Source: an optimization exercise on an open RTL-to-GDS flow (aim: small area, a short achievable clock period and few clock cycles per item). Production flows keep margins and buffers that such runs may drop.
In this exercise RTL edits were held to simulation tests only and were not proved equivalent to the original.

## mult_ex
module mult_ex #(
    parameter WIDTH = 32
) (
    input  logic            clk,
    input  logic            rst_n,
    input  logic[WIDTH-1:0] a,
    input  logic[WIDTH-1:0] b,
    output logic[WIDTH-1:0] lo,
    output logic[WIDTH-1:0] hi,
    input  logic           valid_in,
    output logic           ready_out,
    output logic           valid_out,
    input  logic           ready_in
);
logic v0, v1, head_v, sk, rdy;
logic st;
logic [WIDTH-1:0] a_r, skid_a, skid_b, a_m, b_m;
logic [63:0] res, head;
logic [16:0] e_one, e_two, e_neg;
logic [16:0] n_one, n_two, n_neg;
logic pp1;
logic pp2;
logic pp3;
logic pp4;
logic pp5;
logic pp6;
logic pp7;
logic pp8;
logic pp9;
logic pp10;
logic pp11;
logic pp12;
logic pp13;
logic pp14;
logic pp15;
logic pp16;
logic pp17;
logic pp18;
logic pp19;
logic pp20;
logic pp21;
logic pp22;
logic pp23;
logic pp24;
logic pp25;
logic pp26;
logic pp27;
logic pp28;
logic pp29;
logic pp30;
logic pp31;
logic pp32;
logic pp33;
logic ns34;
logic pp35;
logic pp36;
logic pp37;
logic pp38;
logic pp39;
logic pp40;
logic pp41;
logic pp42;
logic pp43;
logic pp44;
logic pp45;
logic pp46;
logic pp47;
logic pp48;
logic pp49;
logic pp50;
logic pp51;
logic pp52;
logic pp53;
logic pp54;
logic pp55;
logic pp56;
logic pp57;
logic pp58;
logic pp59;
logic pp60;
logic pp61;
logic pp62;
logic pp63;
logic pp64;
logic pp65;
logic pp66;
logic pp67;
logic ns68;
logic pp69;
logic pp70;
logic pp71;
logic pp72;
logic pp73;
logic pp74;
logic pp75;
logic pp76;
logic pp77;
logic pp78;
logic pp79;
logic pp80;
logic pp81;
logic pp82;
logic pp83;
logic pp84;
logic pp85;
logic pp86;
logic pp87;
logic pp88;
logic pp89;
  ...
==> flow/config.mk <==
export PLATFORM = sky130hd
export DESIGN_NAME = mult_ex
export DESIGN_NICKNAME = mult_ex
export VERILOG_FILES = /design/flow/design.v
export SDC_FILE = /design/flow/constraint.sdc
export NUM_CORES = 4
export LEC_CHECK = 0
export ABC_AREA = 1
export CAP_MARGIN = 20
export CORE_MARGIN = 2
export CORE_UTILIZATION = 55
export SLEW_MARGIN = 20
==> flow/constraint.sdc <==
create_clock -name core_clock -period 11.0 [get_ports {clk}]
set_input_delay 2.2000 -clock core_clock [delete_from_list [all_inputs] [get_ports {clk}]]
set_output_delay 2.2000 -clock core_clock [all_outputs]
set_load 0.01 [all_outputs]
standard.sh (not shown) runs the stock make flow with config.mk's settings and CLKGATE_MAP_FILE= SYNTH_SCRIPT=/design/flow/synth_recipe.tcl, a recipe that flattens the netlist after the stock synthesis.
==> flow/flow/run.sh <==
#!/bin/bash
set -euo pipefail
sed '1s/-noshare /-noshare -noabc /' synth_recipe.tcl > flow_synth.tcl
grep -q -- '-noabc' flow_synth.tcl
bash standard.sh SYNTH_SCRIPT="$PWD/flow_synth.tcl" \
    "BUFFER_PORTS_ARGS=-buffer_cell sky130_fd_sc_hd__buf_4" \
    MATCH_CELL_FOOTPRINT=0 SETUP_SLACK_MARGIN=7.3 finish > standard_flow.log 2>&1
Testbench counts at the start, summed over its fixed seeds: cycles 2,072, items 2,048.
Then changed:
--- a/flow/flow/run.sh
+++ b/flow/flow/run.sh
@@ -7 +7 @@
-    MATCH_CELL_FOOTPRINT=0 SETUP_SLACK_MARGIN=7.3 finish > standard_flow.log 2>&1
+    MATCH_CELL_FOOTPRINT=0 SETUP_SLACK_MARGIN=7.0 finish > standard_flow.log 2>&1
--- a/flow/config.mk
+++ b/flow/config.mk
@@ -8 +8 @@
-export ABC_AREA = 1
+export ABC_CLOCK_PERIOD_IN_PS = 3000
@@ -11 +11 @@
-export CORE_UTILIZATION = 55
+export CORE_UTILIZATION = 40
The new run completed without violations.
Cell area is lower by a few percent.
Final cell count fell by roughly a tenth.
Fmax falls by a few percent.
Area after synthesis fell by a few percent.

Starting RTL as in the previous note.
==> flow/config.mk <==
export PLATFORM = sky130hd
export DESIGN_NAME = mult_ex
export DESIGN_NICKNAME = mult_ex
export VERILOG_FILES = /design/flow/design.v
export SDC_FILE = /design/flow/constraint.sdc
export NUM_CORES = 4
export LEC_CHECK = 0
export ABC_CLOCK_PERIOD_IN_PS = 3000
export CAP_MARGIN = 20
export CORE_MARGIN = 2
export CORE_UTILIZATION = 55
export CTS_BUF_LIST = sky130_fd_sc_hd__clkbuf_8
export SLEW_MARGIN = 20
==> flow/constraint.sdc <==
create_clock -name core_clock -period 11.0 [get_ports {clk}]
set_input_delay 2.2000 -clock core_clock [delete_from_list [all_inputs] [get_ports {clk}]]
set_output_delay 2.2000 -clock core_clock [all_outputs]
set_load 0.01 [all_outputs]
==> flow/flow/run.sh <==
#!/bin/bash
set -euo pipefail
sed '1s/-noshare /-noshare -noabc /' synth_recipe.tcl > flow_synth.tcl
grep -q -- '-noabc' flow_synth.tcl
bash standard.sh SYNTH_SCRIPT="$PWD/flow_synth.tcl" \
    "BUFFER_PORTS_ARGS=-buffer_cell sky130_fd_sc_hd__buf_2" \
    MATCH_CELL_FOOTPRINT=0 SETUP_SLACK_MARGIN=7.3 finish > standard_flow.log 2>&1
Testbench counts at the start, summed over its fixed seeds: cycles 2,072, items 2,048.
Change:
==> flow/flow/run.sh (replaced) <==
#!/bin/bash
set -euo pipefail
sed '1s/-noshare /-noshare -noabc /' synth_recipe.tcl > flow_synth.tcl
grep -q -- '-noabc' flow_synth.tcl
bash standard.sh SYNTH_SCRIPT="$PWD/flow_synth.tcl" \
    "BUFFER_PORTS_ARGS=-buffer_cell sky130_fd_sc_hd__buf_4" \
    MATCH_CELL_FOOTPRINT=0 SETUP_SLACK_MARGIN=7.3 finish > standard_flow.log 2>&1
CTS_BUF_LIST = not set   (was sky130_fd_sc_hd__clkbuf_8)
CTS_CLUSTER_DIAMETER = 100   (was not set)
CTS_CLUSTER_SIZE = 30   (was not set)
Outcome:
- The new run completed without violations
- via count goes down by 0.53%
- die area is unchanged
- design area stays flat
- clock-buffer cell count falls by 50
- non-clock buffer count rises by 4
- setup slack is worse by 0.030 ns
- register-to-register slack loses 0.03 ns
- clock skew fell by 0.016 ns
- routed wire length came out higher by about 0.45%
- hold slack improves by 0.0093 ns

## separate check: timing with driven ports
How much do the figures lean on ideal ports? The routed layouts below were timed once more, with nothing changed but the port constraints. Step 1: set_driving_cell puts a clkbuf_16 on clk and a buf_2 on each other input, an assumption about the parent block. Step 2 also shifts input and output timing later by t, the mid clock arrival at the registers, as if the neighbouring blocks saw the same clock. Slacks: ideal ports / drivers / drivers and shift; pairs: ideal ports / drivers.
run | shift t [ns] | setup slack, ns | pins driven straight from the clock port
the first run of note 1 | 0.657 | 7.264 / 7.264 / 6.866 | 1
the second run of note 1 | 0.663 | 7.011 / 7.011 / 6.673 | 1
the first run of note 2 | 0.718 | 7.201 / 7.201 / 6.747 | 1
the second run of note 2 | 0.639 | 7.171 / 7.171 / 7.128 | 1
After both steps every run listed still meets setup and hold. The setup slack of the first run of note 2, which loses most, moves by 0.000 ns with the drivers and by -0.454 ns with both steps.
